From an optimization exercise on the open Yosys and OpenROAD flow, aimed at small area, a short achievable clock period and few clock cycles per item; shortcuts taken in it are not production practice. Function was checked by simulation only, so behaviour that the tests miss may differ from the original. In runs 3 to 5 the design's own scripts or RTL, not TritonCTS, make the clock network. The clock input has no modelled driver; a real chip could not lean on it and would need a root buffer or a full tree. Power and IR drop assume default switching activity.

==> design.v <==
module cordic_sin_cos(
    input       wire        clk,
    input       wire        rst_n,
    input       wire        clk_vld,
    input       wire        soft_rst,
    input       wire        trig,
    output      reg         vld,
    input       wire  [9:0] a,
    output      reg  signed [12:0]  cosa3_latch,
    output      reg  signed [12:0]  sina3_latch
);
wire [8:0] a2 = a[8] ? (9'd256 - {1'b0, a[7:0]}) : {1'b0, a[7:0]};
reg  [7:0] lo;
reg        hi, negc, negs;
always @(posedge clk or negedge rst_n)
begin
    if (!rst_n) begin
        lo <= 8'd0; hi <= 1'b0; negc <= 1'b0; negs <= 1'b0;
        vld <= 1'b0;
    end else if (soft_rst) begin
        lo <= 8'd0; hi <= 1'b0; negc <= 1'b0; negs <= 1'b0;
        vld <= 1'b0;
    end else if (clk_vld) begin
        vld <= trig;
        if (trig) begin
            lo   <= a2[7:0];
            hi   <= a2[8];
            negc <= a[9] ^ a[8];
            negs <= a[9];
        end
    end
end
wire [11:0] c2, s2;
reg  [17:0] crom, srom;
always @(*) begin
    case (lo)
        8'd0: begin crom = 18'h800; srom = 18'h0; end
        8'd1: begin crom = 18'h800; srom = 18'h3f00d; end
        8'd2: begin crom = 18'h800; srom = 18'h3f019; end
        8'd3: begin crom = 18'h800; srom = 18'h3f026; end
        8'd4: begin crom = 18'h3f7ff; srom = 18'h3f032; end
        8'd5: begin crom = 18'h3f7ff; srom = 18'h3f03f; end
        8'd6: begin crom = 18'h3f7ff; srom = 18'h3f04c; end
        8'd7: begin crom = 18'h3f7fe; srom = 18'h3f058; end
        8'd8: begin crom = 18'h3f7fe; srom = 18'h3f065; end
        8'd9: begin crom = 18'h3f7fd; srom = 18'h3f071; end
        8'd10: begin crom = 18'h3f7fc; srom = 18'h3f07d; end
        8'd11: begin crom = 18'h3f7fb; srom = 18'h3f08b; end
        8'd12: begin crom = 18'h3f7fb; srom = 18'h3f097; end
        8'd13: begin crom = 18'h3f7f9; srom = 18'h3f0a3; end
        8'd14: begin crom = 18'h3f7f8; srom = 18'h3f0b0; end
        8'd15: begin crom = 18'h3f7f7; srom = 18'h3f0bd; end
        8'd16: begin crom = 18'h3f7f6; srom = 18'h3f0c9; end
        8'd17: begin crom = 18'h3f7f5; srom = 18'h3f0d5; end
        8'd18: begin crom = 18'h3f7f3; srom = 18'h3f0e2; end
        8'd19: begin crom = 18'h3f7f2; srom = 18'h3f0ee; end
        8'd20: begin crom = 18'h3f7f1; srom = 18'h3f0fb; end
        8'd21: begin crom = 18'h3f7ef; srom = 18'h3f108; end
        8'd22: begin crom = 18'h3f7ed; srom = 18'h3f114; end
        8'd23: begin crom = 18'h3f7ec; srom = 18'h3f120; end
        8'd24: begin crom = 18'h3f7ea; srom = 18'h3f12c; end
        8'd25: begin crom = 18'h3f7e8; srom = 18'h3f139; end
        8'd26: begin crom = 18'h3f7e6; srom = 18'h3f145; end
        8'd27: begin crom = 18'h3f7e4; srom = 18'h3f152; end
        8'd28: begin crom = 18'h3f7e2; srom = 18'h3f15e; end
        8'd29: begin crom = 18'h3f7e0; srom = 18'h3f16b; end
        8'd30: begin crom = 18'h3f7de; srom = 18'h3f177; end
        8'd31: begin crom = 18'h3f7db; srom = 18'h3f183; end
        8'd32: begin crom = 18'h3f7d9; srom = 18'h3f190; end
        8'd33: begin crom = 18'h3f7d6; srom = 18'h3f19c; end
        8'd34: begin crom = 18'h3f7d4; srom = 18'h3f1a8; end
        8'd35: begin crom = 18'h3f7d1; srom = 18'h3f1b5; end
        8'd36: begin crom = 18'h3f7ce; srom = 18'h3f1c1; end
        8'd37: begin crom = 18'h3f7cb; srom = 18'h3f1cd; end
        8'd38: begin crom = 18'h3f7c8; srom = 18'h3f1d9; end
        8'd39: begin crom = 18'h3f7c6; srom = 18'h3f1e6; end
        8'd40: begin crom = 18'h3f7c3; srom = 18'h3f1f1; end
        8'd41: begin crom = 18'h3e7c0; srom = 18'h3f1fe; end
        8'd42: begin crom = 18'h3f7bc; srom = 18'h3f20a; end
        8'd43: begin crom = 18'h3f7b9; srom = 18'h3f216; end
        8'd44: begin crom = 18'h3f7b6; srom = 18'h3f222; end
        8'd45: begin crom = 18'h3f7b2; srom = 18'h3f22e; end
        8'd46: begin crom = 18'h3f7af; srom = 18'h3f23b; end
        8'd47: begin crom = 18'h3f7ab; srom = 18'h3f246; end
        8'd48: begin crom = 18'h3f7a8; srom = 18'h3f253; end
        8'd49: begin crom = 18'h3f7a4; srom = 18'h3f25f; end
        8'd50: begin crom = 18'h3f7a0; srom = 18'h3f26b; end
        8'd51: begin crom = 18'h3f79d; srom = 18'h3f276; end
        8'd52: begin crom = 18'h3f799; srom = 18'h3f282; end
        8'd53: begin crom = 18'h3f795; srom = 18'h3f28e; end
        8'd54: begin crom = 18'h3f790; srom = 18'h3f29b; end
        8'd55: begin crom = 18'h3f78c; srom = 18'h3f2a6; end
        8'd56: begin crom = 18'h3f788; srom = 18'h3f2b2; end
        8'd57: begin crom = 18'h3f784; srom = 18'h3f2be; end
        8'd58: begin crom = 18'h3c780; srom = 18'h3f2ca; end
        8'd59: begin crom = 18'h3f77b; srom = 18'h3f2d5; end
        8'd60: begin crom = 18'h3f776; srom = 18'h3f2e2; end
        8'd61: begin crom = 18'h3f772; srom = 18'h3f2ed; end
        8'd62: begin crom = 18'h3f76d; srom = 18'h3f2f8; end
        8'd63: begin crom = 18'h3f769; srom = 18'h3f304; end
        8'd64: begin crom = 18'h3f764; srom = 18'h3f310; end
        8'd65: begin crom = 18'h3f75f; srom = 18'h3f31b; end
        8'd66: begin crom = 18'h3f75a; srom = 18'h3f327; end
        8'd67: begin crom = 18'h3f756; srom = 18'h3f332; end
        8'd68: begin crom = 18'h3f750; srom = 18'h3f33e; end
        8'd69: begin crom = 18'h3f74b; srom = 18'h3f349; end
        8'd70: begin crom = 18'h3f746; srom = 18'h3f355; end
        8'd71: begin crom = 18'h3f741; srom = 18'h3f360; end
        8'd72: begin crom = 18'h3f73c; srom = 18'h3f36b; end
        8'd73: begin crom = 18'h3f736; srom = 18'h3f377; end
        8'd74: begin crom = 18'h3f730; srom = 18'h3f383; end
        8'd75: begin crom = 18'h3f72b; srom = 18'h3f38e; end
        8'd76: begin crom = 18'h3f725; srom = 18'h3f399; end
        8'd77: begin crom = 18'h3f71f; srom = 18'h3f3a4; end
        8'd78: begin crom = 18'h3f71a; srom = 18'h3f3b0; end
        8'd79: begin crom = 18'h3f714; srom = 18'h3f3ba; end
        8'd80: begin crom = 18'h3f70e; srom = 18'h3f3c6; end
        8'd81: begin crom = 18'h3f708; srom = 18'h3f3d1; end
        8'd82: begin crom = 18'h3f702; srom = 18'h3f3db; end
        8'd83: begin crom = 18'h3f6fc; srom = 18'h3f3e7; end
        8'd84: begin crom = 18'h3f6f6; srom = 18'h3f3f1; end
        8'd85: begin crom = 18'h3f6f0; srom = 18'h3f3fd; end
        8'd86: begin crom = 18'h3f6e9; srom = 18'h3f407; end
        8'd87: begin crom = 18'h3f6e3; srom = 18'h3f412; end
        8'd88: begin crom = 18'h3f6dd; srom = 18'h3f41d; end
        8'd89: begin crom = 18'h3f6d6; srom = 18'h3f428; end
        8'd90: begin crom = 18'h3f6cf; srom = 18'h3f432; end
        8'd91: begin crom = 18'h3f6c9; srom = 18'h3f43d; end
        8'd92: begin crom = 18'h3f6c2; srom = 18'h3f448; end
        8'd93: begin crom = 18'h3f6bb; srom = 18'h3f452; end
        8'd94: begin crom = 18'h3f6b4; srom = 18'h3f45d; end
        8'd95: begin crom = 18'h3f6ad; srom = 18'h3f468; end
        8'd96: begin crom = 18'h3f6a7; srom = 18'h3f472; end
        8'd97: begin crom = 18'h3f6a0; srom = 18'h3f47c; end
        8'd98: begin crom = 18'h3f698; srom = 18'h3f487; end
        8'd99: begin crom = 18'h3f691; srom = 18'h3f491; end
        8'd100: begin crom = 18'h3f68a; srom = 18'h3f49b; end
        8'd101: begin crom = 18'h3f683; srom = 18'h3f4a6; end
        8'd102: begin crom = 18'h3f67c; srom = 18'h3f4b0; end
        8'd103: begin crom = 18'h3f674; srom = 18'h3f4ba; end
        8'd104: begin crom = 18'h3f66d; srom = 18'h3f4c4; end
        8'd105: begin crom = 18'h3f665; srom = 18'h3f4ce; end
        8'd106: begin crom = 18'h3f65e; srom = 18'h3f4d8; end
        8'd107: begin crom = 18'h3f656; srom = 18'h3f4e2; end
        8'd108: begin crom = 18'h3f64f; srom = 18'h3f4ec; end
        8'd109: begin crom = 18'h3f647; srom = 18'h3f4f6; end
        8'd110: begin crom = 18'h3f63f; srom = 18'h38500; end
        8'd111: begin crom = 18'h3f637; srom = 18'h3f50a; end
        8'd112: begin crom = 18'h3f62f; srom = 18'h3f513; end
        8'd113: begin crom = 18'h3f627; srom = 18'h3f51d; end
        8'd114: begin crom = 18'h3f61f; srom = 18'h3f527; end
        8'd115: begin crom = 18'h3f617; srom = 18'h3f530; end
        8'd116: begin crom = 18'h3f60f; srom = 18'h3f53a; end
        8'd117: begin crom = 18'h3f607; srom = 18'h3f543; end
        8'd118: begin crom = 18'h3f5fe; srom = 18'h3f54d; end
        8'd119: begin crom = 18'h3f5f6; srom = 18'h3f556; end
        8'd120: begin crom = 18'h3f5ee; srom = 18'h3f55f; end
        8'd121: begin crom = 18'h3f5e5; srom = 18'h3f569; end
        8'd122: begin crom = 18'h3f5dc; srom = 18'h3f572; end
        8'd123: begin crom = 18'h3f5d4; srom = 18'h3f57b; end
        8'd124: begin crom = 18'h3f5cb; srom = 18'h3f584; end
        8'd125: begin crom = 18'h3f5c3; srom = 18'h3f58d; end
        8'd126: begin crom = 18'h3f5b9; srom = 18'h3f597; end
        8'd127: begin crom = 18'h3f5b1; srom = 18'h3f59f; end
        8'd128: begin crom = 18'h3f5a8; srom = 18'h3f5a8; end
        8'd129: begin crom = 18'h3f59f; srom = 18'h3f5b1; end
        8'd130: begin crom = 18'h3f596; srom = 18'h3f5ba; end
        8'd131: begin crom = 18'h3f58d; srom = 18'h3f5c3; end
        8'd132: begin crom = 18'h3f584; srom = 18'h3f5cb; end
        8'd133: begin crom = 18'h3f57b; srom = 18'h3f5d4; end
        8'd134: begin crom = 18'h3f572; srom = 18'h3f5dd; end
        8'd135: begin crom = 18'h3f569; srom = 18'h3f5e5; end
        8'd136: begin crom = 18'h3f55f; srom = 18'h3f5ee; end
        8'd137: begin crom = 18'h3f556; srom = 18'h3f5f6; end
        8'd138: begin crom = 18'h3f54c; srom = 18'h3f5ff; end
        8'd139: begin crom = 18'h3f543; srom = 18'h3f607; end
        8'd140: begin crom = 18'h3f53a; srom = 18'h3f60f; end
        8'd141: begin crom = 18'h3f530; srom = 18'h3f617; end
        8'd142: begin crom = 18'h3f527; srom = 18'h3f61f; end
        8'd143: begin crom = 18'h3f51d; srom = 18'h3f627; end
        8'd144: begin crom = 18'h3f513; srom = 18'h3f62f; end
        8'd145: begin crom = 18'h3f509; srom = 18'h3f637; end
        8'd146: begin crom = 18'h38500; srom = 18'h3f63f; end
        8'd147: begin crom = 18'h3f4f5; srom = 18'h3f647; end
        8'd148: begin crom = 18'h3f4ec; srom = 18'h3f64f; end
        8'd149: begin crom = 18'h3f4e2; srom = 18'h3f656; end
        8'd150: begin crom = 18'h3f4d8; srom = 18'h3f65e; end
        8'd151: begin crom = 18'h3f4ce; srom = 18'h3f666; end
        8'd152: begin crom = 18'h3f4c4; srom = 18'h3f66d; end
        8'd153: begin crom = 18'h3f4ba; srom = 18'h3f674; end
        8'd154: begin crom = 18'h3f4b0; srom = 18'h3f67c; end
        8'd155: begin crom = 18'h3f4a5; srom = 18'h3f683; end
        8'd156: begin crom = 18'h3f49b; srom = 18'h3f68a; end
        8'd157: begin crom = 18'h3f491; srom = 18'h3f692; end
        8'd158: begin crom = 18'h3f486; srom = 18'h3f699; end
        8'd159: begin crom = 18'h3f47c; srom = 18'h3f6a0; end
        8'd160: begin crom = 18'h3f472; srom = 18'h3f6a7; end
        8'd161: begin crom = 18'h3f467; srom = 18'h3f6ae; end
        8'd162: begin crom = 18'h3f45c; srom = 18'h3f6b5; end
        8'd163: begin crom = 18'h3f452; srom = 18'h3f6bb; end
        8'd164: begin crom = 18'h3f448; srom = 18'h3f6c2; end
        8'd165: begin crom = 18'h3f43d; srom = 18'h3f6c9; end
        8'd166: begin crom = 18'h3f432; srom = 18'h3f6cf; end
        8'd167: begin crom = 18'h3f427; srom = 18'h3f6d6; end
        8'd168: begin crom = 18'h3f41c; srom = 18'h3f6dd; end
        8'd169: begin crom = 18'h3f412; srom = 18'h3f6e3; end
        8'd170: begin crom = 18'h3f407; srom = 18'h3f6e9; end
        8'd171: begin crom = 18'h3f3fc; srom = 18'h3f6f0; end
        8'd172: begin crom = 18'h3f3f1; srom = 18'h3f6f6; end
        8'd173: begin crom = 18'h3f3e7; srom = 18'h3f6fc; end
        8'd174: begin crom = 18'h3f3db; srom = 18'h3f702; end
        8'd175: begin crom = 18'h3f3d1; srom = 18'h3f708; end
        8'd176: begin crom = 18'h3f3c5; srom = 18'h3f70e; end
        8'd177: begin crom = 18'h3f3ba; srom = 18'h3f714; end
        8'd178: begin crom = 18'h3f3af; srom = 18'h3f71a; end
        8'd179: begin crom = 18'h3f3a4; srom = 18'h3f720; end
        8'd180: begin crom = 18'h3f399; srom = 18'h3f725; end
        8'd181: begin crom = 18'h3f38e; srom = 18'h3f72b; end
        8'd182: begin crom = 18'h3f382; srom = 18'h3f731; end
        8'd183: begin crom = 18'h3f377; srom = 18'h3f736; end
        8'd184: begin crom = 18'h3f36b; srom = 18'h3f73c; end
        8'd185: begin crom = 18'h3f360; srom = 18'h3f741; end
        8'd186: begin crom = 18'h3f355; srom = 18'h3f746; end
        8'd187: begin crom = 18'h3f349; srom = 18'h3f74b; end
        8'd188: begin crom = 18'h3f33e; srom = 18'h3f750; end
        8'd189: begin crom = 18'h3f332; srom = 18'h3f756; end
        8'd190: begin crom = 18'h3f327; srom = 18'h3f75a; end
        8'd191: begin crom = 18'h3f31b; srom = 18'h3f75f; end
        8'd192: begin crom = 18'h3f30f; srom = 18'h3f764; end
        8'd193: begin crom = 18'h3f304; srom = 18'h3f769; end
        8'd194: begin crom = 18'h3f2f8; srom = 18'h3f76d; end
        8'd195: begin crom = 18'h3f2ed; srom = 18'h3f772; end
        8'd196: begin crom = 18'h3f2e1; srom = 18'h3f777; end
        8'd197: begin crom = 18'h3f2d5; srom = 18'h3f77b; end
        8'd198: begin crom = 18'h3f2ca; srom = 18'h3c780; end
        8'd199: begin crom = 18'h3f2bd; srom = 18'h3f784; end
        8'd200: begin crom = 18'h3f2b2; srom = 18'h3f788; end
        8'd201: begin crom = 18'h3f2a6; srom = 18'h3f78c; end
        8'd202: begin crom = 18'h3f29a; srom = 18'h3f791; end
        8'd203: begin crom = 18'h3f28e; srom = 18'h3f795; end
        8'd204: begin crom = 18'h3f282; srom = 18'h3f799; end
        8'd205: begin crom = 18'h3f276; srom = 18'h3f79d; end
        8'd206: begin crom = 18'h3f26a; srom = 18'h3f7a0; end
        8'd207: begin crom = 18'h3f25e; srom = 18'h3f7a4; end
        8'd208: begin crom = 18'h3f252; srom = 18'h3f7a8; end
        8'd209: begin crom = 18'h3f246; srom = 18'h3f7ab; end
        8'd210: begin crom = 18'h3f23a; srom = 18'h3f7af; end
        8'd211: begin crom = 18'h3f22e; srom = 18'h3f7b2; end
        8'd212: begin crom = 18'h3f222; srom = 18'h3f7b6; end
        8'd213: begin crom = 18'h3f216; srom = 18'h3f7b9; end
        8'd214: begin crom = 18'h3f20a; srom = 18'h3f7bc; end
        8'd215: begin crom = 18'h3f1fe; srom = 18'h3e7c0; end
        8'd216: begin crom = 18'h3f1f1; srom = 18'h3f7c3; end
        8'd217: begin crom = 18'h3f1e5; srom = 18'h3f7c6; end
        8'd218: begin crom = 18'h3f1d9; srom = 18'h3f7c8; end
        8'd219: begin crom = 18'h3f1cd; srom = 18'h3f7cb; end
        8'd220: begin crom = 18'h3f1c1; srom = 18'h3f7ce; end
        8'd221: begin crom = 18'h3f1b4; srom = 18'h3f7d1; end
        8'd222: begin crom = 18'h3f1a8; srom = 18'h3f7d4; end
        8'd223: begin crom = 18'h3f19c; srom = 18'h3f7d6; end
        8'd224: begin crom = 18'h3f18f; srom = 18'h3f7d9; end
        8'd225: begin crom = 18'h3f183; srom = 18'h3f7db; end
        8'd226: begin crom = 18'h3f177; srom = 18'h3f7de; end
        8'd227: begin crom = 18'h3f16b; srom = 18'h3f7e0; end
        8'd228: begin crom = 18'h3f15e; srom = 18'h3f7e2; end
        8'd229: begin crom = 18'h3f152; srom = 18'h3f7e4; end
        8'd230: begin crom = 18'h3f145; srom = 18'h3f7e6; end
        8'd231: begin crom = 18'h3f139; srom = 18'h3f7e8; end
        8'd232: begin crom = 18'h3f12c; srom = 18'h3f7ea; end
        8'd233: begin crom = 18'h3f120; srom = 18'h3f7ec; end
        8'd234: begin crom = 18'h3f114; srom = 18'h3f7ed; end
        8'd235: begin crom = 18'h3f107; srom = 18'h3f7ef; end
        8'd236: begin crom = 18'h3f0fb; srom = 18'h3f7f1; end
        8'd237: begin crom = 18'h3f0ee; srom = 18'h3f7f2; end
        8'd238: begin crom = 18'h3f0e1; srom = 18'h3f7f4; end
        8'd239: begin crom = 18'h3f0d5; srom = 18'h3f7f5; end
        8'd240: begin crom = 18'h3f0c9; srom = 18'h3f7f6; end
        8'd241: begin crom = 18'h3f0bc; srom = 18'h3f7f7; end
        8'd242: begin crom = 18'h3f0af; srom = 18'h3f7f8; end
        8'd243: begin crom = 18'h3f0a3; srom = 18'h3f7f9; end
        8'd244: begin crom = 18'h3f097; srom = 18'h3f7fb; end
        8'd245: begin crom = 18'h3f08a; srom = 18'h3f7fb; end
        8'd246: begin crom = 18'h3f07d; srom = 18'h3f7fc; end
        8'd247: begin crom = 18'h3f071; srom = 18'h3f7fd; end
        8'd248: begin crom = 18'h3f064; srom = 18'h3f7fe; end
        8'd249: begin crom = 18'h3f058; srom = 18'h3f7fe; end
        8'd250: begin crom = 18'h3f04c; srom = 18'h3f7ff; end
        8'd251: begin crom = 18'h3f03f; srom = 18'h3f7ff; end
        8'd252: begin crom = 18'h3f032; srom = 18'h3f7ff; end
        8'd253: begin crom = 18'h3f026; srom = 18'h800; end
        8'd254: begin crom = 18'h3f019; srom = 18'h800; end
        8'd255: begin crom = 18'h3f00d; srom = 18'h800; end
        default: begin crom = 18'h0; srom = 18'h0; end
    endcase
end
assign c2 = crom[11:0];
assign s2 = srom[11:0];
wire [12:1] cnz_t, snz_t;
assign cnz_t[1] = |c2[0:0];
assign snz_t[1] = |s2[0:0];
assign cnz_t[2] = |c2[1:0];
assign snz_t[2] = |s2[1:0];
assign cnz_t[3] = |c2[2:0];
assign snz_t[3] = |s2[2:0];
assign cnz_t[4] = |c2[3:0];
assign snz_t[4] = |s2[3:0];
assign cnz_t[5] = |c2[4:0];
assign snz_t[5] = |s2[4:0];
assign cnz_t[6] = crom[12];
assign snz_t[6] = srom[12];
assign cnz_t[7] = crom[13];
assign snz_t[7] = srom[13];
assign cnz_t[8] = crom[14];
assign snz_t[8] = srom[14];
assign cnz_t[9] = crom[15];
assign snz_t[9] = srom[15];
assign cnz_t[10] = crom[16];
assign snz_t[10] = srom[16];
assign cnz_t[11] = crom[17];
assign snz_t[11] = srom[17];
assign cnz_t[12] = ~hi;
assign snz_t[12] = hi | (|lo);
wire [11:0] cm = {c2[11] & ~hi, c2[10:0]};
wire [11:0] sm = {s2[11] | hi, s2[10:0]};
wire [12:0] cx = {1'b0, cm};
wire [12:0] sx = {1'b0, sm};
always @(*) begin
    cosa3_latch = cx ^ ({13{negc}} & {cnz_t, 1'b0});
    sina3_latch = sx ^ ({13{negs}} & {snz_t, 1'b0});
end
endmodule
==> flow/run.sh <==
#!/bin/bash
# The standard layout (standard.sh), with these changes:
# - synthesis: the same script, but ABC maps the logic with flow/abc.script,
#   and half/full adders are not extracted into adder cells;
# - the port buffers are sky130_fd_sc_hd__buf_2 cells.
set -euo pipefail
W=$(pwd)
rm -rf "$W/scripts_own"
cp -r "$FLOW_HOME/scripts" "$W/scripts_own"
cp "$W/flow/abc.script" "$W/scripts_own/abc_area.script"
PB="BUFFER_PORTS_ARGS='-buffer_cell sky130_fd_sc_hd__buf_2'"
sed "s#CLKGATE_MAP_FILE= #CLKGATE_MAP_FILE= SCRIPTS_DIR=$W/scripts_own ADDER_MAP_FILE= #" standard.sh > synth_own.sh
sed "s#CLKGATE_MAP_FILE= #CLKGATE_MAP_FILE= $PB #" standard.sh > layout_own.sh
grep -q "SCRIPTS_DIR=$W/scripts_own" synth_own.sh
grep -q "BUFFER_PORTS_ARGS" layout_own.sh
bash synth_own.sh synth > "$W/synth.log" 2>&1
bash layout_own.sh > "$W/layout.log" 2>&1
==> flow/abc.script <==
strash
dch
map -B 0.9
topo
stime -c
buffer -c
upsize -c
dnsize -c
==> standard.sh <==
#!/bin/bash
# synth_recipe.tcl (not shown) runs the flow's synth.tcl, then flattens the netlist and writes it again
# the make line also repeats each setting of config.mk as NAME=value (left out here)
make -C /OpenROAD-flow-scripts/flow DESIGN_CONFIG=/design/flow/config.mk WORK_HOME=/design/flow/orfs CLKGATE_MAP_FILE= SYNTH_SCRIPT=/design/flow/synth_recipe.tcl "${@:-finish}"
==> config.mk <==
export PLATFORM = sky130hd
export DESIGN_NAME = cordic_sin_cos
export DESIGN_NICKNAME = cordic_sin_cos
export VERILOG_FILES = /design/flow/design.v
export SDC_FILE = /design/flow/constraint.sdc
export NUM_CORES = 4
export LEC_CHECK = 0
export ABC_AREA = 1
export CAP_MARGIN = 20
export CORE_MARGIN = 2
export CORE_UTILIZATION = 30
export SETUP_SLACK_MARGIN = 1.5
export SLEW_MARGIN = 20
export SYNTH_MEMORY_MAX_BITS = 65536
==> constraint.sdc <==
create_clock -name core_clock -period 5.5 [get_ports {clk}]
set_input_delay 1.1000 -clock core_clock [delete_from_list [all_inputs] [get_ports {clk}]]
set_output_delay 1.1000 -clock core_clock [all_outputs]
set_load 0.01 [all_outputs]
==> run summary, run 1 <==
The final hold violation count came out at 0. The power density relative to cell area is 174.5 mW/mm². The residual antenna-violating net count after detailed routing is 0. In the routed design, unresolved DRC markers number 0. The number of antenna violations at the first check in global routing was 1. The slowest stage of the critical path belongs to the cell dfrtp_2. In this design, the critical path's most frequently occurring cell is nand2_1. The placed wire-length estimate came out at 20,740 µm.

By area, the combinational part of the netlist is dominated by simple AND/OR/NAND/NOR gates. Traced cell by cell, the critical path runs through nand2_1, clkinv_2, a21oi_1, nand3_1, nand2_1, nand2_1, nor2_1, nand2_1, nand2_1, nand3_1, nand2_1, buf_2. The number of warnings issued by yosys is 1. The die is 130.7 µm tall. The critical path contains buffers and inverters numbering 2 combined. CTS placed an instance of clkbuf_16 at the clock tree root.

In this run the tool buffered the top-level ports with 41 buffer cells. For the worst setup path, the data required time is 4.40 ns. The share of async-settable or async-resettable flops after synthesis came out at 100.0%. The die width is 130.7 µm.

The hold-critical path depth came out at 2. The category of the most critical setup path is flip-flop to output port. The I/O pin count is 42. The iteration-0 DRC count of the detailed router came out at 1,287.

The via count of the first global-routing pass came out at 6,672. The maximum buffer depth of the clock tree is 2. Setup violations remaining at the end of the flow were counted as 0. The startpoint identified for the worst hold timing path is vld$_DFFE_PN0P_.

STA classifies the critical path endpoint as an output port. The share of final-layout standard cells stronger than drive strength 1 came out at 15.53%. The net count after synthesis is 984. STA classifies the critical path startpoint as a flip-flop. The relative slew slack is 64.16%. The total congestion overflow after global routing is 0.

The largest net degree at the start of global routing is 54. The data arrival time of the critical path came out at 2.89 ns. The flow ran to the end and the layout has no timing, DRC or antenna violations. Among cell families on the critical path, the largest total delay comes from simple AND/OR/NAND/NOR gates.

The area of all placed cells without fillers came out at 0.005420 mm². The total track usage is 32.63%. The mean routed wirelength per cell is 23.30 µm. The first-pass GRT wire length is 41,390 µm. For this run, the share of the core covered by cells in the final layout is 34.37%. The class of the tightest hold or removal check is flip-flop to flip-flop. Summed over all layers, the routed wires come to 28,010 µm. The clock transition at the registers of the reported paths is 0.04 ns. The total placed instance area is 0.005136 mm². In this run, CTS created clock tree buffers numbering 3. The number of gates on the worst path with buffers counted is 12. The clock tree from TritonCTS is done.

Dividing the final minimum period by the clock period gives 72.52%. The setup total negative slack is 0 ns. The post-synthesis area per instance is 4.970 µm².

Setup repair after global routing could not meet its margin everywhere. The number of library cell types mapped by synthesis came out at 45. The H-tree depth is 1.

The starting density of the core came out at 30.54%. After layout, the minimum clock period comes to 3.989 ns. The post-synthesis sequential element count is 12. After technology mapping, the gate count stands at 969.

In this run the core area contains 46 standard-cell rows. The synthesized netlist devotes 60.61% of its cell area to simple gates. The critical path starts at lo[6]$_DFFE_PN0P_. The synthesized area came out at 0.004816 mm². The synthesized design contains 0 enable-type register cells. In the final design database the tool counted 1,001 nets.

Of the synthesized area, sequential elements account for 6.235%. The clock sink count came out at 12. The number of max-capacitance violations reported is 0. The worst stage delay on the critical path came out at 0.55 ns. The slew at the pin closest to its max-slew limit is 0.5357 ns. The area of the placeable core is 0.01577 mm². The clock insertion delay at the later pin of the skew report is 0.24 ns. The highest clock rate is 250.7 MHz. The die area came out at 0.01708 mm². The final max-slew violation count came out at 0.

The fraction of synthesized cell area in xor and xnor cells came out at 2.728%. The worst clock skew on the final layout is 0 ns. Along the worst path, the maximum fanout reaches 13. The most used flip-flop cell after synthesis is dfrtp_1.

The area growth from synthesis to layout is 12.55%. The total iterations of the first detailed-routing run is 6. The depth of the most critical reg-to-reg path is 4. The congestion estimate from routability-driven global placement came to 1.115. The worst-case IR drop observed on VDD is 0.1540 mV.

The adder and majority gate portion of the synthesized area is 0%. The average via count per standard cell is 6.073. The mux cell area share after synthesis is 0%. The launch point of the worst reg-to-reg path is lo[4]$_DFFE_PN0P_.

The leakage dissipation came out at 2.735 nW. The number of vias in the routed layout came out at 7,300. The complex-gate fraction of the synthesized area came out at 17.98%.
sequential cells by signal (all words and copies together), names as in the netlist:
register  flops
lo            8
negc          1
hi            1
vld           1
negs          1
metrics by stage:
step / total power [mW] / hold slack (ns) / cells / setup slack [ns]
2_1_floorplan: 0.5390 / 0.5149 / 969 / 2.533
3_3_place_gp: 0.7683 / 0.4753 / 1190 / 1.038
3_5_place_dp: 0.7577 / 0.4606 / 1190 / 1.156
4_1_cts: 0.9032 / 0.4798 / 1196 / 1.504
5_1_grt: 1.003 / 0.5240 / 1201 / 1.435
6_report: 0.9457 / 0.4801 / 1202 / 1.511
timing repair:
action / CTS / global route
cloned: 0 / 0
resized for setup: 16 / 33
hold buffers: 0 / 0
buffers inserted: 2 / 5
pin swaps: 0 / 2
setup endpoints to repair: 17 / 12
per-layer routing:
layer / up-vias / track usage (%) / share of wire, %
met4: 0 / 21.34 / 8.1
met3: 179 / 9.650 / 15
met2: 637 / 46.35 / 39
met5: - / 0 / 0
met1: 3232 / 42.69 / 38
li1: 3252 / - / -
power by group:
group	switching (mW)	internal, mW
combinational	0.493	0.210
sequential	0.0129	0.0934
clock	0.0381	0.0976
total	0.544	0.401
final cells by class:
| type | instances | area, µm² |
|---|---|---|
| tap | 216 | 270.3 |
| fill | 1913 | 10350 |
| antenna | 1 | 2.502 |
| timing repair buffer | 67 | 440.4 |
| multi-input combinational | 826 | 3996 |
| inverter | 76 | 325.3 |
| sequential | 12 | 306.5 |
| clock buffer | 4 | 78.83 |
final timing paths:
check	end	slack (ns)
worst min register to register	vld$_DFFE_PN0P_	0.48
worst max register to register	lo[4]$_DFFE_PN0P_	4.13
min in group asynchronous	hi$_DFFE_PN0P_	0.73
worst max-delay path	cosa3_latch[5]	1.51
worst min-delay path	vld$_DFFE_PN0P_	0.48
max in group asynchronous	lo[2]$_DFFE_PN0P_	4.53
placed cells by master (no fill, tap or decap), types with 3 or more instances in the layout:
master and count:
nand4_1 7, o211ai_1 7, nor3_1 7, nor2_4 7, nor2_1 68, nand2_2 27
inv_2 4, nor2_2 9, clkbuf_16 3, o21ai_1 5, nand3_2 5, o21ai_0 45
buf_2 41, a21oi_2 3, dfrtp_2 5, buf_6 4, nand2_4 8, a21oi_1 56
nand2_1 343, xnor2_1 9, nand3_1 173, inv_1 61, buf_4 20, o22ai_1 12
xor2_1 6, dfrtp_1 7, a31oi_1 8
cell usage after synthesis (all sizes together) (8+ instances only):
master,instances,area share (%)
nand2,379,32
clkbuf,12,0.94
buf,43,5.5
nand3,180,20
o21ai,51,5.4
nor2,84,7.2
xnor2,9,1.6
a31oi,8,1.0
dfrtp,12,6.2
o22ai,12,1.6
a21oi,59,6.4
inv,72,5.7
logic make-up (layout without fill, tap and decap cells):
group / count (synthesis) / after routing
XOR/XNOR: 15 / 15
AND/OR/NAND/NOR: 659 / 659
buffers and inverters: 131 / 147
flip-flops: 12 / 12
other: 0 / 1
AO/OA/AOI/OAI: 152 / 152
worst reg2reg max path, cell delays in order (launching register included):
cell	delay, ns
dfrtp_2	0.43
buf_4	0.24
inv_2	0.13
buf_12	0.26
o22ai_1	0.18
Testbench counts, summed over its fixed seeds: cycles 3,200, items 3,200.
==> inputs of run 2 (changes only) <==
--- a/config.mk
+++ b/config.mk
@@ -8,7 +8,7 @@
 export ABC_AREA = 1
 export CAP_MARGIN = 20
 export CORE_MARGIN = 2
-export CORE_UTILIZATION = 30
+export CORE_UTILIZATION = 40
 export SETUP_SLACK_MARGIN = 1.5
 export SLEW_MARGIN = 20
 export SYNTH_MEMORY_MAX_BITS = 65536
==> run 2 against run 1 <==
Register-to-register slack improved by 0.26 ns. Wire length decreased by 1.2%. Via count increased by 1.2%. Worst hold slack improved by 0.0016 ns. Design area increased by 0.55%. Critical path depth increased by 6. Clock power about the same. Clock skew unchanged. Sequential cell count unchanged. Synthesized cell count unchanged. Synthesized area unchanged. Highest routed layer unchanged.
==> run summary, run 2 <==
The run finished with no timing, DRC or antenna violations. The die width is 113.7 µm (-13%). The flop-to-flop setup slack is 4.39 ns (+0.26 ns). The combined buffer and inverter count along the critical path is 3 (+1). The number of setup violations in the final report is 0 (unchanged). The die area came out at 0.01293 mm² (-24%). The category of the most critical setup path is flip-flop to output port. The share of async-settable or async-resettable flops after synthesis came out at 100.0% (unchanged). The remaining routing DRC violations came out at 0 (unchanged). The number of core rows came to 40 (-13%). The startpoint of the lowest-slack hold path is vld$_DFFE_PN0P_.

In the layout the commonest cells are nand2_1 (341), nand3_1 (173), nor2_1 (65). The H-tree depth came to 1 (unchanged). The total iterations of the first detailed-routing run is 8 (+2).

The placed wire-length estimate came out at 20,140 µm (-2.9%). The number of enable-type register cells in the synthesized netlist came to 0 (unchanged). The residual antenna-violating net count after detailed routing is 0 (unchanged). The kind of cell adding the most delay to the critical path is simple AND/OR/NAND/NOR gates. The most frequent cell on the critical path is nand2_1.

The I/O pin count came out at 42 (unchanged). The iteration-0 DRC count of the detailed router was 1,404 (+9.1%). The final max-slew violation count is 0 (unchanged). The required time at the worst-slack endpoint is 4.40 ns (about the same).

The worst clock skew on the final layout was 0 ns (unchanged). Among all stages on the critical path, the largest delay is contributed by dfrtp_2. Leaving out fill and tap cells, the most frequent cell in the layout is nand2_1. The commonest cells after synthesis are nand2_1 (351), nand3_1 (174), nor2_1 (74), inv_1 (63), a21oi_1 (56). The most common cell in the synthesized netlist is nand2_1. The setup total negative slack came out at 0 ns (unchanged).

The leakage dissipation came out at 2.786 nW (+1.9%). The number of vias in the routed layout is 7,387 (+1.2%). The worst stage delay on the critical path came out at 0.50 ns (-0.05 ns).

In the post-synthesis netlist, the biggest area contributors are nand2_1 (27%), nand3_1 (18%), dfrtp_1 (6.2%), a21oi_1 (5.8%), nor2_1 (5.8%). The flip-flop count of the largest register, all copies and words added is 8 (unchanged). The largest net degree at the start of global routing is 48 (-11%).

The clock insertion delay at the later pin of the skew report is 0.24 ns (about the same). The clock sink count is 12 (unchanged). The post-synthesis area per instance came out at 4.970 µm² (unchanged). The slew at the pin closest to its max-slew limit is 0.5704 ns (+0.03469 ns). The number of library cell types mapped by synthesis came out at 45 (unchanged). The synthesized area came out at 0.004816 mm² (unchanged). From synthesis to final layout, the design area changed by 13.17%. The number of warnings issued by yosys came to 1 (unchanged). The aggregate routed wire length is 27,670 µm (-1.2%). The sequential area share after synthesis is 6.235% (unchanged). The starting density of the core is 40.60% (+10 points). TritonCTS built the clock tree.

The highest clock rate came to 254.8 MHz (+1.6%). The maximum buffer depth of the clock tree is 2 (unchanged). The critical-path maximum fanout came to 11 (-2).

The core utilization of the finished layout came to 45.95% (+12 points). The depth of the most critical reg-to-reg path is 2 (-2). The path class of the tightest hold or removal check is flip-flop to flip-flop.

The critical path goes through buf_8, nand2_4, nand2_2, inv_1, nand2_1, nand2_1, nand2_1, nand3_1, nand3_1, nand2_1, nand2_1, nand2_1, nor2_2, nand2_1, nand2_1, nand3_1, nand2_1, buf_2. Setup repair after global routing left no endpoint under its margin. The critical register-to-register path endpoint is negc$_DFFE_PN0P_. The relative slew slack is 61.84% (-2.3 points). The final net count came to 1,006 (+0.50%).

The total power draw came out at 0.9526 mW (+0.73%). The number of max-capacitance violations reported came out at 0 (unchanged). The share of final-layout standard cells stronger than drive strength 1 is 16.36% (+0.83 points). The clock transition at the registers of the reported paths came out at 0.04 ns (about the same). The data arrival time of the critical path is 2.83 ns (-0.06 ns). The power density relative to cell area came out at 174.8 mW/mm² (+0.18%).

The total track usage came out at 41.73% (+9.1 points). The final hold violation count is 0 (unchanged). The path with the worst hold slack has its endpoint at vld$_DFFE_PN0P_. The height of the die is 113.7 µm (-13%). The final-layout worst hold slack is 0.4817 ns (+0.001581 ns).

The cell count after synthesis came out at 969 (unchanged). The total placed instance area came out at 0.005045 mm² (-1.8%). lo holds more flip-flops than any other register.

The worst setup path is launched from a flip-flop. The clock period minus worst slack came to 3.925 ns (-0.06355 ns). In the synthesized netlist the dominant register cell turns out to be dfrtp_1. The total CTS buffers is 3 (unchanged). The hold-critical path depth came out at 2 (unchanged).

The net count after synthesis was 984 (unchanged). The average via count per standard cell came out at 6.497 (+7.0%). The post-synthesis sequential element count came out at 12 (unchanged). The via count of the first global-routing pass is 6,719 (+0.70%).

The area share of the leading cell type in the synthesized netlist was 27.36% (unchanged). The count of inserted antenna diode cells is 0 (-1). The number of antenna violations at the first check in global routing is 0 (-1). The mean routed wirelength per cell came out at 24.34 µm (+4.4%). The first-pass GRT wire length came out at 40,630 µm (-1.8%). The worst register-to-register path begins at negc$_DFFE_PN0P_.

The total congestion overflow after global routing came out at 0 (unchanged). The synthesized design spends more area on one cell type than any other, namely nand2_1. The tree is rooted in a clkbuf_16. The worst setup path is captured at an output port.

The peak ir drop on the vdd network came out at 0.1798 mV (+17%). The count of buffers from port buffering is 41 (unchanged). The area of the placeable core came to 0.01186 mm² (-25%). The placer congestion estimate is 1.112 (-0.23%). The area of all placed cells without fillers is 0.005450 mm² (+0.55%). The part of the cycle the worst path needs was 71.36% (-1.2 points).
## run 2: cell count changes in the layout (fill, tap and decap cells not counted), sizes merged
cell / before / now
clkinvlp: 2 / 1
clkbuf: 4 / 5
inv: 71 / 72
diode: 1 / 0
buf: 67 / 71
## run 2: layout make-up
| type | instances | area, µm² |
|---|---|---|
| flip-flops and latches | 12 | 310.3 |
| repair buffers | 72 | 514.2 |
| multi-input cells | 826 | 4028 |
| well taps | 147 | 183.9 |
| fillers | 1399 | 6411 |
| clock buffers | 4 | 78.83 |
| inverters | 76 | 335.3 |
## run 2: worst min-delay path, cell delays in order (launching register included)
cell and delay (ns):
dfrtp_1 0.34, nand2_1 0.05, nand2_1 0.05
## run 2: how the worst max path moves through the flow
stage	start	end	depth (start not counted)
global placement	lo[4]$_DFFE_PN0P_	cosa3_latch[5]	15
floorplan	lo[0]$_DFFE_PN0P_	cosa3_latch[3]	14
global route	lo[1]$_DFFE_PN0P_	sina3_latch[5]	18
finish	lo[0]$_DFFE_PN0P_	sina3_latch[4]	18
CTS	lo[5]$_DFFE_PN0P_	sina3_latch[7]	14
detailed placement	lo[4]$_DFFE_PN0P_	cosa3_latch[5]	15
## run 2: cells by family after synthesis
kind of cell / Yosys count / synth area share [%]
AND/OR/NAND/NOR: 659 / 60.61
AO/OA/AOI/OAI: 152 / 17.98
buffers and inverters: 131 / 12.44
XOR/XNOR: 15 / 2.728
flip-flops: 12 / 6.235
## run 2: through the flow
step | setup slack [ns] | cells
2_1_floorplan | 2.533 | 969
3_3_place_gp | 1.117 | 1122
3_5_place_dp | 1.235 | 1122
4_1_cts | 1.470 | 1126
5_1_grt | 1.501 | 1137
6_report | 1.575 | 1137
## run 2: report_power, final
group | switching, mW | internal, mW
Sequential | 0.0142 | 0.0938
Combinational | 0.493 | 0.218
Clock | 0.0362 | 0.0974
## run 2: what timing repair did
item,CTS,global route
cloned,0,1
resized for setup,16,56
pin swaps,0,1
setup buffers,0,10
setup endpoints to repair,16,17
hold buffers,0,0
## run 2: metal layers
metal | up-vias | routed length [µm] | GRT usage, %
met2 | 704 | 11070 | 61.84
met4 | 0 | 2643 | 28.78
met5 | - | 0 | 0
met3 | 209 | 4039 | 11.00
li1 | 3260 | - | -
met1 | 3214 | 9918 | 52.80
==> inputs of run 3 (changes only) <==
==> flow/run.sh (replaced) <==
#!/bin/bash
# The standard layout (standard.sh), with a copy of the ORFS scripts that
# differs in three ways:
# - synthesis: ABC maps the logic with flow/abc.script (ORFS's area script
#   without the delay-driven re-buffering settings changed), and half/full
#   adders are not extracted into adder cells (ADDER_MAP_FILE empty);
# - the port buffers are sky130_fd_sc_hd__buf_2 cells;
# - clock distribution: instead of an H-tree (two levels of clkbuf_16 for
#   12 registers), flow/clock_buffer.tcl inserts one clkbuf_8 at the
#   centroid of the registers, driving all their clock pins.
# Each tool's output goes to a log of its own (make.log here, and ORFS's
# per-step logs under orfs/logs/).
set -euo pipefail
W=$(pwd)
S="$W/scripts_own"
rm -rf "$S"
cp -r "$FLOW_HOME/scripts" "$S"
cp "$W/flow/abc.script" "$S/abc_area.script"
cp "$W/flow/clock_buffer.tcl" "$S/clock_buffer.tcl"
sed -i 's%^log_cmd clock_tree_synthesis {\*}$cts_args%source $::env(SCRIPTS_DIR)/clock_buffer.tcl%' "$S/cts.tcl"
grep -q "clock_buffer.tcl" "$S/cts.tcl"
EXTRA="SCRIPTS_DIR=$S ADDER_MAP_FILE= BUFFER_PORTS_ARGS='-buffer_cell sky130_fd_sc_hd__buf_2' CLOCK_BUFFER_CELL=sky130_fd_sc_hd__clkbuf_8 CLOCK_PORT=clk"
sed "s#CLKGATE_MAP_FILE= #CLKGATE_MAP_FILE= $EXTRA #" standard.sh > standard_own.sh
grep -q "SCRIPTS_DIR=$S" standard_own.sh
bash standard_own.sh > "$W/make.log" 2>&1
==> flow/clock_buffer.tcl (new file) <==
# Clock distribution for a design with few registers: one clock buffer,
# placed at the centroid of the registers, drives every clock pin.
set block [ord::get_db_block]
set sx 0
set sy 0
set n 0
foreach inst [$block getInsts] {
  if { [[$inst getMaster] isSequential] } {
    set loc [$inst getLocation]
    set sx [expr { $sx + [lindex $loc 0] }]
    set sy [expr { $sy + [lindex $loc 1] }]
    incr n
  }
}
set dbu [$block getDbUnitsPerMicron]
set cx [expr { $sx / $n / double($dbu) }]
set cy [expr { $sy / $n / double($dbu) }]
puts "clock buffer at ($cx, $cy), driving $n registers"
log_cmd insert_buffer -buffer_cell $::env(CLOCK_BUFFER_CELL) -net $::env(CLOCK_PORT) \
  -location [list $cx $cy] -buffer_name clkbuf_root -net_name clknet_root
set_propagated_clock [all_clocks]
--- a/config.mk
+++ b/config.mk
@@ -8,7 +8,7 @@
 export ABC_AREA = 1
 export CAP_MARGIN = 20
 export CORE_MARGIN = 2
-export CORE_UTILIZATION = 40
+export CORE_UTILIZATION = 30
 export SETUP_SLACK_MARGIN = 1.5
 export SLEW_MARGIN = 20
 export SYNTH_MEMORY_MAX_BITS = 65536
==> run 3 against run 2 <==
Still clean. Clock skew unchanged. Final cell count up 5.4%. Core utilization down 12 points. First-iteration DRC count down 12%. Die area up 32%. Largest cell class unchanged. Highest routed layer unchanged.
==> run summary, run 3 <==
The clock transition at the registers of the reported paths came out at 0.08 ns (+0.04 ns). The mean routed wirelength per cell is 23.27 µm (-4.4%). For this run, the leading register cell type out of synthesis is dfrtp_1. The post-synthesis sequential element count is 12 (unchanged). The post-placement worst setup slack is 1.156 ns (-0.07881 ns). The aggregate routed wire length came to 27,870 µm (+0.73%). The commonest cells after synthesis are nand2_1 (351), nand3_1 (174), nor2_1 (74), inv_1 (63), a21oi_1 (56). The core utilization of the finished layout was 33.62% (-12 points). The final max-slew violation count came to 0 (unchanged). The critical path endpoint category is an output port. The depth of the most critical reg-to-reg path came to 4 (+2). The required time at the worst-slack endpoint came to 4.40 ns (about the same). The count of buffers from port buffering came out at 41 (unchanged). The die area was 0.01708 mm² (+32%).

The critical path is of the flip-flop to output port type. The worst clock skew on the final layout came out at 0 ns (unchanged). The flip-flop count of the largest register, all copies and words added is 8 (unchanged). The via count of the first global-routing pass came to 6,639 (-1.2%). The number of core rows is 46 (+15%). Setup repair after global routing could not meet its margin everywhere. The final net count came out at 998 (-0.80%).

After synthesis, the cell types taking the most area are nand2_1 (27%), nand3_1 (18%), dfrtp_1 (6.2%), a21oi_1 (5.8%), nor2_1 (5.8%). The power density relative to cell area is 158.8 mW/mm² (-9.1%). The total track usage is 32.37% (-9.4 points).

The placer congestion estimate is 1.115 (+0.23%). The total placed instance area came out at 0.005136 mm² (+1.8%). The residual antenna-violating net count after detailed routing came out at 0 (unchanged). The sequential area share after synthesis is 6.235% (unchanged). The final-layout worst hold slack is 0.4886 ns (+0.006858 ns). The instance count after placement with tap cells included came out at 1,190 (+6.1%). The relative slew slack came out at 60.77% (-1.1 points).

The cell count after synthesis is 969 (unchanged). The library cell used most frequently in the layout, excluding fill and tap cells, is nand2_1. The average via count per standard cell came out at 6.098 (-6.1%). The worst setup path is launched from a flip-flop. The critical-path maximum fanout came out at 29 (+18). The library cells used most frequently in the layout, excluding fill and tap cells, are nand2_1 (344), nand3_1 (174), nor2_1 (70). The number of antenna violations at the first check in global routing came to 1 (+1). The I/O pin count came out at 42 (unchanged). The total congestion overflow after global routing is 0 (unchanged). The die width is 130.7 µm (+15%).

The placed wire-length estimate came to 20,740 µm (+3.0%). The share of async-settable or async-resettable flops after synthesis is 100.0% (unchanged). The count of placed standard cells in the final layout, fillers left out is 1,198 (+5.4%). The data arrival time of the critical path came to 2.82 ns (about the same). The area share of the leading cell type in the synthesized netlist is 27.36% (unchanged). The highest clock rate came out at 255.4 MHz (+0.23%). The clock insertion delay at the later pin of the skew report came out at 0.14 ns (-0.10 ns).

The number of max-capacitance violations reported came to 0 (unchanged). The post-cts hold buffer count came to 0 (unchanged). The synthesized area came out at 0.004816 mm² (unchanged).

The starting density of the core was 30.54% (-10 points). The final hold violation count is 0 (unchanged). The iteration-0 DRC count of the detailed router came out at 1,233 (-12%). The total power draw came out at 0.8420 mW (-12%). The register with the most flip-flops is lo. The number of library cell types mapped by synthesis came out at 45 (unchanged).

The area growth from synthesis to layout is 10.08%. The run finished with no timing, DRC or antenna violations. The number of enable-type register cells in the synthesized netlist is 0 (unchanged). The min-delay analysis places its worst path in the category flip-flop to flip-flop. The clock period minus worst slack is 3.916 ns (-0.009150 ns).

The peak ir drop on the vdd network came out at 0.1323 mV (-26%). The largest net degree at the start of global routing came out at 54 (+13%). The hold-critical path depth came out at 2 (unchanged). The net count after synthesis is 984 (unchanged). The setup total negative slack is 0 ns (unchanged). The area of the placeable core was 0.01577 mm² (+33%). The total iterations of the first detailed-routing run came out at 8 (unchanged). The share of final-layout standard cells stronger than drive strength 1 was 14.68% (-1.7 points).

The part of the cycle the worst path needs came out at 71.20% (-0.17 points). The post-synthesis area per instance is 4.970 µm² (unchanged). The number of warnings issued by yosys came out at 1 (unchanged).

The leakage dissipation is 2.694 nW (-3.3%). The number of vias in the routed layout came out at 7,306 (-1.1%). The most common cell in the synthesized netlist is nand2_1.

The slew at the pin closest to its max-slew limit came out at 0.5863 ns (+0.01599 ns). The height of the die came to 130.7 µm (+15%). The number of setup violations in the final report came to 0 (unchanged).

The area of all placed cells without fillers was 0.005301 mm² (-2.7%). The final worst-path setup slack came out at 1.584 ns (+0.009150 ns). The first-pass GRT wire length came out at 41,280 µm (+1.6%).

The remaining routing DRC violations came out at 0 (unchanged). The cell accounting for the most synthesized area is nand2_1.
## run 3: final timing paths
check                                  start           endpoint  slack, ns
max reg2reg                lo[4]$_DFFE_PN0P_  lo[4]$_DFFE_PN0P_       4.15
min reg2reg                  vld$_DFFE_PN0P_    vld$_DFFE_PN0P_       0.49
max                        lo[4]$_DFFE_PN0P_     cosa3_latch[5]       1.58
max in group asynchronous              rst_n  lo[2]$_DFFE_PN0P_       4.44
min in group asynchronous              rst_n     hi$_DFFE_PN0P_       0.82
min                          vld$_DFFE_PN0P_    vld$_DFFE_PN0P_       0.49
## run 3: cell families after synthesis
group | Yosys count | share of synthesized area (%)
XOR/XNOR | 15 | 2.728
buffers and inverters | 131 | 12.44
flip-flops | 12 | 6.235
AO/OA/AOI/OAI | 152 | 17.98
AND/OR/NAND/NOR | 659 | 60.61
## run 3: layout make-up, without the clock buffers
class | count | area, µm²
Antenna cell | 1 | 2.502
Tap cell | 216 | 270.3
Fill cell | 1930 | 10470
Inverter | 76 | 315.3
Timing Repair Buffer | 66 | 425.4
Sequential cell | 12 | 305.3
Multi-Input combinational cell | 826 | 3969
## run 3: critical path, stage by stage, from the launching register on
cell	delay [ns]
dfrtp_2	0.44
buf_4	0.26
nor2_1	0.51
inv_1	0.25
nand3_1	0.17
nand3_1	0.08
nand2_1	0.09
nand2_1	0.10
nand3_1	0.10
nand2_1	0.07
nand3_2	0.14
nor2_2	0.05
nand2_1	0.08
nand2_1	0.07
nand3_1	0.09
nand2_1	0.05
buf_2	0.13
## run 3: layer usage
metal / share of wire, % / global-route usage, % / wire, µm
met1: 38 / 42.96 / 10710
met2: 39 / 46.29 / 10760
met3: 14 / 9.039 / 4028
met4: 8.5 / 19.84 / 2383
met5: 0 / 0 / 0
## run 3: what timing repair did
| action | in CTS | in global routing |
|---|---|---|
| pin swaps | 0 | 1 |
| gates cloned | 0 | 0 |
| resized for setup | 12 | 22 |
| setup buffers | 2 | 4 |
| setup endpoints to repair | 13 | 14 |
## run 3: power by group
group          leakage (nW)  switching [mW]  internal [mW]  total, mW
clock               0.00720          0.0223         0.0167     0.0389
combinational          2.53           0.490          0.207      0.698
sequential            0.157          0.0125         0.0928      0.105
==> inputs of run 4 (changes only) <==
==> flow/run.sh (replaced) <==
#!/bin/bash
# The standard layout (standard.sh) run with a copy of the ORFS scripts
# and three changes:
# - synthesis does not extract half/full adders into adder cells
#   (ADDER_MAP_FILE empty); ABC maps all the logic;
# - the port buffers are sky130_fd_sc_hd__buf_2 cells;
# - clock distribution: instead of an H-tree (two levels of clkbuf_16 for
#   12 registers), flow/clock_buffer.tcl inserts one clkbuf_8 at the
#   centroid of the registers, driving all their clock pins.
# make's output goes to make.log here; ORFS writes each step's log under
# orfs/logs/.
set -euo pipefail
W=$(pwd)
S="$W/scripts_own"
rm -rf "$S"
cp -r "$FLOW_HOME/scripts" "$S"
cp "$W/flow/clock_buffer.tcl" "$S/clock_buffer.tcl"
sed -i 's%^log_cmd clock_tree_synthesis {\*}$cts_args%source $::env(SCRIPTS_DIR)/clock_buffer.tcl%' "$S/cts.tcl"
grep -q "clock_buffer.tcl" "$S/cts.tcl"
EXTRA="SCRIPTS_DIR=$S ADDER_MAP_FILE= BUFFER_PORTS_ARGS='-buffer_cell sky130_fd_sc_hd__buf_2' CLOCK_BUFFER_CELL=sky130_fd_sc_hd__clkbuf_8 CLOCK_PORT=clk"
sed "s#CLKGATE_MAP_FILE= #CLKGATE_MAP_FILE= $EXTRA #" standard.sh > standard_own.sh
grep -q "SCRIPTS_DIR=$S" standard_own.sh
bash standard_own.sh > "$W/make.log" 2>&1
--- a/config.mk
+++ b/config.mk
@@ -10,5 +10,5 @@
 export CORE_MARGIN = 2
 export CORE_UTILIZATION = 30
 export SETUP_SLACK_MARGIN = 1.5
-export SLEW_MARGIN = 20
+export SLEW_MARGIN = 70
 export SYNTH_MEMORY_MAX_BITS = 65536
removed: flow/abc.script
==> run 4 against run 3 <==
Synthesized area unchanged. Fmax increased by 0.42%. Clock skew unchanged. Wire length decreased by 0.22%. Die area unchanged. Via count increased by 0.23%. Critical endpoint is now sina3_latch[5]. Clock power about the same. Still clean on timing, DRC and antenna. Core utilization about the same. Worst setup slack improved by 0.016 ns. Register-to-register slack about the same. Largest power group unchanged. Sequential cell count unchanged.
==> run summary, run 4 <==
The total congestion overflow after global routing is 0 (unchanged). The mux cell area share after synthesis is 0% (unchanged). The most numerous cell type found on the critical path is nand2_1. The highest clock rate is 256.5 MHz (+0.42%).

The required time at the worst-slack endpoint came out at 4.40 ns (about the same). The placed wire-length estimate is 20,740 µm (about the same). The clock period minus worst slack is 3.899 ns (-0.01648 ns). The number of antenna violations at the first check in global routing came out at 1 (unchanged). The depth of the most critical reg-to-reg path is 4 (unchanged).

The leakage dissipation is 2.691 nW (-0.11%). The via count of the first global-routing pass is 6,707 (+1.0%). The clock power share is 4.6% (about the same). The starting density of the core is 30.54% (unchanged).

The number of core rows is 46 (unchanged). The power density relative to cell area came to 158.6 mW/mm² (-0.18%). The flop-to-flop setup slack is 4.15 ns (about the same).

The net count after synthesis came out at 984 (unchanged). The largest net degree at the start of global routing came out at 54 (unchanged). The part of the cycle the worst path needs came out at 70.90% (-0.30 points).

The flip-flop count of the largest register, all copies and words added is 8 (unchanged). In the post-synthesis netlist, the cell with the most instances is nand2_1. The placer congestion estimate is 1.115 (unchanged). The die width came to 130.7 µm (unchanged). The area of the placeable core is 0.01577 mm² (unchanged). The area of all placed cells without fillers is 0.005308 mm² (+0.12%). The combined buffer and inverter count along the critical path came out at 3 (unchanged). The final net count is 996 (-0.20%). By area, the combinational part of the netlist is dominated by simple AND/OR/NAND/NOR gates. The synthesized design spends more area on one cell type than any other, namely nand2_1. The most critical setup path has its endpoint at sina3_latch[5].

The post-cts hold buffer count came to 0 (unchanged). Ranked by instance count, the synthesized netlist is headed by nand2_1 (351), nand3_1 (174), nor2_1 (74), inv_1 (63), a21oi_1 (56). The count of buffers from port buffering is 41 (unchanged). The residual antenna-violating net count after detailed routing came to 0 (unchanged). The clock transition at the registers of the reported paths came to 0.08 ns (about the same). The tightest min-delay check is of the flip-flop to flip-flop type. The post-synthesis sequential element count is 12 (unchanged). The footprint of the flip-flops and latches came out at 310.3 µm² (+1.6%). The post-synthesis simple-gate area fraction is 60.61% (unchanged). The number of vias in the routed layout is 7,323 (+0.23%). The worst stage delay on the critical path is 0.56 ns (+0.05 ns). The number of setup violations in the final report is 0 (unchanged). The iteration-0 DRC count of the detailed router is 1,247 (+1.1%).

The worst register-to-register path begins at lo[4]$_DFFE_PN0P_. The most used flip-flop cell after synthesis is dfrtp_1. The register with the most flip-flops is lo. The switching share of power came to 62.25% (-0.12 points). The startpoint of the worst setup timing path is lo[2]$_DFFE_PN0P_. The sequential area share after synthesis came out at 6.235% (unchanged). The number of library cell types mapped by synthesis was 45 (unchanged). The complex-gate fraction of the synthesized area is 17.98% (unchanged). The mean routed wirelength per cell is 23.25 µm (about the same). The final-layout worst hold slack is 0.4869 ns (-0.001658 ns). The number of enable-type register cells in the synthesized netlist is 0 (unchanged). The total track usage is 32.40% (about the same).

The critical path's slowest cell is dfrtp_4. The synthesized area is 0.004816 mm² (unchanged). The switching power came to 0.5239 mW (-0.25%). The count of placed standard cells in the final layout, fillers left out came to 1,196 (-0.17%). The post-synthesis area per instance came out at 4.970 µm² (unchanged). The clock insertion delay at the later pin of the skew report is 0.14 ns (about the same). The remaining routing DRC violations is 0 (unchanged). The setup total negative slack is 0 ns (unchanged). The aggregate routed wire length was 27,810 µm (-0.22%). The worst clock skew on the final layout is 0 ns (unchanged). The sequential share of power came out at 12.7% (+0.2 points). The cell-internal power is 0.3177 mW (+0.26%). The adder and majority gate portion of the synthesized area came out at 0% (unchanged). The relative slew slack is 69.95% (+9.2 points).

The library cells used most frequently in the layout, excluding fill and tap cells, are nand2_1 (341), nand3_1 (174), nor2_1 (67). The peak ir drop on the vdd network is 0.1306 mV (-1.3%). The number of max-capacitance violations reported is 0 (unchanged). The instance count after placement with tap cells included is 1,190 (unchanged). The number of gates on the worst path with buffers counted is 15 (-1). The share of power burned in combinational logic is 82.6% (-0.3 points). The total area of multi-input combinational cells was 0.003989 mm² (+0.50%). The share of async-settable or async-resettable flops after synthesis is 100.0% (unchanged).

The data arrival time of the critical path came to 2.80 ns (-0.02 ns). The fill cell total of the finished layout is 1,898 (-1.7%). The synthesis-to-finish area growth is 10.21%. The slew at the pin closest to its max-slew limit is 0.4503 ns (-0.1361 ns).

The critical path is of the flip-flop to output port type. The first-pass GRT wire length was 41,430 µm (+0.37%). The library cell used most frequently in the layout, excluding fill and tap cells, is nand2_1. The height of the die is 130.7 µm (unchanged). The worst setup path is captured at an output port. In the post-synthesis netlist, the biggest area contributors are nand2_1 (27%), nand3_1 (18%), dfrtp_1 (6.2%), a21oi_1 (5.8%), nor2_1 (5.8%). The number of warnings issued by yosys came out at 1 (unchanged). The cell count after synthesis is 969 (unchanged). The run finished with no timing, DRC or antenna violations. The cell family contributing the most delay on the critical path is simple AND/OR/NAND/NOR gates. The area share of the leading cell type in the synthesized netlist came out at 27.36% (unchanged).

The average via count per standard cell came out at 6.123 (+0.40%). The share of final-layout standard cells stronger than drive strength 1 came out at 15.32% (+0.64 points). The critical register-to-register path endpoint is lo[4]$_DFFE_PN0P_. The final max-slew violation count came out at 0 (unchanged). Setup repair after global routing could not meet its margin everywhere. The total iterations of the first detailed-routing run is 9 (+1). The I/O pin count came out at 42 (unchanged). The fraction of synthesized cell area in xor and xnor cells came out at 2.728% (unchanged). The final hold violation count is 0 (unchanged).

The total placed instance area came out at 0.005176 mm² (+0.78%). The critical-path maximum fanout is 15 (-48%). The worst setup path is launched from a flip-flop. Walking the worst path, the cells encountered are inv_6, nand2_1, inv_1, a21oi_2, nand2_1, a21boi_1, nor2_1, nand2_1, nand2_2, nor2_1, nand3_1, nand2_1, nand2_1, nand2_1, buf_2.

The die area is 0.01708 mm² (unchanged).
-- run 4: cell types whose count changed in the layout (fill, tap and decap cells not counted), moves of 2 or more --
cell	previous run	this run
nand2_2	25	29
clkinvlp_4	2	0
nand2_1	344	341
inv_4	2	5
buf_4	21	19
nor2_1	70	67
dfrtp_1	8	6
nor2_4	3	5
-- run 4: worst min-delay path: cells and delay by family (launching register included) --
family / cells / cell delay (ns)
AND/OR/NAND/NOR: 2 / 0.10
flip-flops: 1 / 0.35
-- run 4: per-layer routing --
metal  up-vias  share of wire [%]  global-route usage, %
met4         0                8.4                  21.21
met1      3265                 38                  43.14
met2       646                 39                  45.22
li1       3244                  -                      -
met3       168                 15                  9.406
met5         -                  0                      0
-- run 4: worst min-delay path by stage --
stage	startpoint	to	slack [ns]	cells after the start
4_1_cts	vld$_DFFE_PN0P_	vld$_DFFE_PN0P_	0.49	2
3_3_place_gp	vld$_DFFE_PN0P_	vld$_DFFE_PN0P_	0.48	2
5_1_grt	vld$_DFFE_PN0P_	vld$_DFFE_PN0P_	0.51	2
2_1_floorplan	vld$_DFFE_PN0P_	vld$_DFFE_PN0P_	0.51	2
6_report	vld$_DFFE_PN0P_	vld$_DFFE_PN0P_	0.49	2
3_5_place_dp	vld$_DFFE_PN0P_	vld$_DFFE_PN0P_	0.46	2
-- run 4: kinds of logic after synthesis --
logic type | Yosys count
buffers and inverters | 131
DFF | 12
AOI/OAI and AO/OA | 152
xor gates and xnor gates | 15
and+or+nand+nor | 659
-- run 4: timing repair --
item,in CTS,in global routing
gates resized for setup,1,27
buffers inserted,0,4
gates cloned,0,0
setup endpoints to repair,4,10
pin swaps,0,1
-- run 4: cell type report, without the clock buffers --
cell class | count | area share [%]
Multi-Input combinational cell | 826 | 75.15
Antenna cell | 1 | 0.04715
Inverter | 76 | 5.964
Sequential cell | 12 | 5.846
Timing Repair Buffer | 64 | 7.638
Tap cell | 216 | 5.092
-- run 4: through the flow --
step                      utilization (%)  power [mW]  setup WS, ns
after floorplan                         -      0.5390         2.533
after global placement              32.57      0.7683         1.038
after detailed placement            32.82      0.7608         1.600
after CTS                           32.93      0.8024         1.527
after global routing                33.64      0.8976         1.480
final                               33.66      0.8415         1.601
-- run 4: power groups by stage --
stage               Combinational [mW]  Sequential [mW]  Clock (mW)
finish                           0.695            0.107      0.0389
detailed placement               0.654            0.107           0
global placement                 0.663            0.106           0
CTS                              0.657            0.105      0.0404
global route                     0.747            0.107      0.0427
floorplan                        0.442           0.0972           0
==> inputs of run 5 (changes only) <==
--- a/flow/run.sh
+++ b/flow/run.sh
@@ -1,6 +1,6 @@
 #!/bin/bash
 # The standard layout (standard.sh) run with a copy of the ORFS scripts
-# and three changes:
+# and these changes:
 # - synthesis does not extract half/full adders into adder cells
 #   (ADDER_MAP_FILE empty); ABC maps all the logic;
 # - the port buffers are sky130_fd_sc_hd__buf_2 cells;
--- a/config.mk
+++ b/config.mk
@@ -9,6 +9,6 @@
 export CAP_MARGIN = 20
 export CORE_MARGIN = 2
 export CORE_UTILIZATION = 30
-export SETUP_SLACK_MARGIN = 1.5
-export SLEW_MARGIN = 70
+export SETUP_SLACK_MARGIN = 1.7
+export SLEW_MARGIN = 20
 export SYNTH_MEMORY_MAX_BITS = 65536
==> run 5 against run 4 <==
Combinational power up 4.5%. First-iteration DRC count up 7.7%. Synthesized cell count unchanged. Fmax up 3.3%. Critical path depth unchanged. Sequential cell count unchanged. Register-to-register slack better by 0.03 ns. Wire length up 1.1%. Via count about the same. Still clean on timing, DRC and antenna. Sequential share of layout area down 0.38 points. Final cell count up 1.1%.
==> run summary, run 5 <==
The post-placement worst setup slack came out at 1.156 ns (-0.4434 ns). The commonest register cell after synthesis is dfrtp_1. The flow ran to the end and the layout has no timing, DRC or antenna violations.

The die width is 130.7 µm (unchanged). The depth of the most critical reg-to-reg path is 4 (unchanged). The total congestion overflow after global routing is 0 (unchanged).

The clock transition at the registers of the reported paths came out at 0.08 ns (about the same). The number of setup violations in the final report is 0 (unchanged). The leakage dissipation came out at 2.798 nW (+4.0%).

The slew at the pin closest to its max-slew limit is 0.5433 ns (+0.09308 ns). The cell count after synthesis came to 969 (unchanged). The worst hold path belongs to the class flip-flop to flip-flop. The largest net degree at the start of global routing came out at 54 (unchanged).

By startpoint and endpoint, the worst setup path is classified as flip-flop to output port. The net count after synthesis is 984 (unchanged). The commonest cells after synthesis are nand2_1 (351), nand3_1 (174), nor2_1 (74), inv_1 (63), a21oi_1 (56). The final net count is 1,009 (+1.3%). The worst clock skew on the final layout came out at 0 ns (unchanged).

The synthesized area came out at 0.004816 mm² (unchanged). The register with the most flip-flops is lo. The critical path endpoint category is an output port. The iteration-0 DRC count of the detailed router is 1,343 (+7.7%). The final hold violation count came out at 0 (unchanged).

The I/O pin count is 42 (unchanged). The part of the cycle the worst path needs came out at 68.65% (-2.2 points). The post-synthesis area per instance is 4.970 µm² (unchanged). The number of antenna violations at the first check in global routing is 1 (unchanged). The data arrival time of the critical path came to 2.68 ns (-0.12 ns). The number of library cell types mapped by synthesis came out at 45 (unchanged).

Sorting the synthesized cells by area gives the leading types as nand2_1 (27%), nand3_1 (18%), dfrtp_1 (6.2%), a21oi_1 (5.8%), nor2_1 (5.8%). The final worst-path setup slack is 1.724 ns (+0.1235 ns). The total iterations of the first detailed-routing run was 6 (-3). The placed wire-length estimate came out at 20,740 µm (about the same). The share of async-settable or async-resettable flops after synthesis came out at 100.0% (unchanged). The cell accounting for the most synthesized area is nand2_1. The sequential area share after synthesis came out at 6.235% (unchanged). The aggregate routed wire length is 28,110 µm (+1.1%). The synthesis-to-finish area growth came out at 16.37%. The core utilization of the finished layout came to 35.54% (+1.9 points). The area of the placeable core came out at 0.01577 mm² (unchanged). The first-pass GRT wire length is 41,450 µm (about the same). The total area of multi-input combinational cells came to 0.004118 mm² (+3.2%). The area share of the leading cell type in the synthesized netlist is 27.36% (unchanged). The number of vias in the routed layout is 7,324 (+0.014%).

The critical-path maximum fanout came to 10 (-5). The power density relative to cell area is 155.6 mW/mm² (-1.8%). The clock insertion delay at the later pin of the skew report is 0.14 ns (about the same). The height of the die came out at 130.7 µm (unchanged).

nand2_1 is the most common cell in the netlist.
## run 5: area by class of cell, without the clock buffers
class | instances | area share, %
inverters | 76 | 6.207
multi-input cells | 826 | 73.48
repair inverters | 1 | 0.08931
well taps | 216 | 4.823
repair buffers | 76 | 9.645
diodes | 1 | 0.04465
flip-flops and latches | 12 | 5.470
## run 5: cells by family after synthesis
logic type      after synthesis  share of synthesized area (%)
compound gates              152                          17.98
xor+xnor                     15                          2.728
buf+inv                     131                          12.44
flops                        12                          6.235
simple gates                659                          60.61
## run 5: through the flow
step | hold slack, ns | cell area (µm²) | cells | power, mW
6_report | 0.4887 | 5604 | 1209 | 0.8723
5_1_grt | 0.5331 | 5602 | 1208 | 0.9266
3_5_place_dp | 0.4606 | 5136 | 1190 | 0.7577
3_3_place_gp | 0.4753 | 5136 | 1190 | 0.7683
2_1_floorplan | 0.5149 | 4816 | 969 | 0.5390
4_1_cts | 0.4886 | 5268 | 1197 | 0.8111
## run 5: routing by layer
layer	vias up	wire [µm]	global-route usage, %
met2	668	11140	46.63
met3	154	4182	8.184
met1	3230	10560	43.46
li1	3272	-	-
met5	-	0	0
met4	0	2217	20.03
## run 5: worst max-delay path, cell delays in order (launching register included)
cell	delay, ns
dfrtp_2	0.57
nand2_4	0.23
nand2_2	0.22
nand2_1	0.14
o21ai_0	0.34
nand2_1	0.12
nand3_1	0.10
nand2_1	0.06
nand2_1	0.09
nand2_2	0.10
nor2_1	0.16
nand3_1	0.12
nand2_1	0.07
nand2_1	0.05
nand2_1	0.04
buf_2	0.12
## run 5: repair_timing
action                                  CTS  global route
pin swaps                                 1             1
setup buffers                             6            10
gates cloned                              0             1
resized for setup                        25            61
endpoints found under the setup margin   19            15
## run 5: worst paths after layout
check,from,end,slack (ns)
worst max register to register,lo[4]$_DFFE_PN0P_,lo[4]$_DFFE_PN0P_,4.18
worst min-delay path,vld$_DFFE_PN0P_,vld$_DFFE_PN0P_,0.49
max in group asynchronous,rst_n,lo[0]$_DFFE_PN0P_,4.44
min in group asynchronous,rst_n,negc$_DFFE_PN0P_,0.82
worst min register to register,vld$_DFFE_PN0P_,vld$_DFFE_PN0P_,0.49
worst max-delay path,lo[0]$_DFFE_PN0P_,sina3_latch[5],1.72
## run 5: power breakdown
part	internal [mW]	switching [mW]	total [mW]
clock	0.0167	0.0225	0.0391
sequential	0.0928	0.0141	0.107
combinational	0.223	0.503	0.726

Check on run 5: ideal ports give 1.724 ns setup slack; a clkbuf_16 on the clock port and buf_2 on the inputs give 1.702 ns; moving port delays by the midpoint clock arrival (0.162 ns) as well gives 1.863 ns.
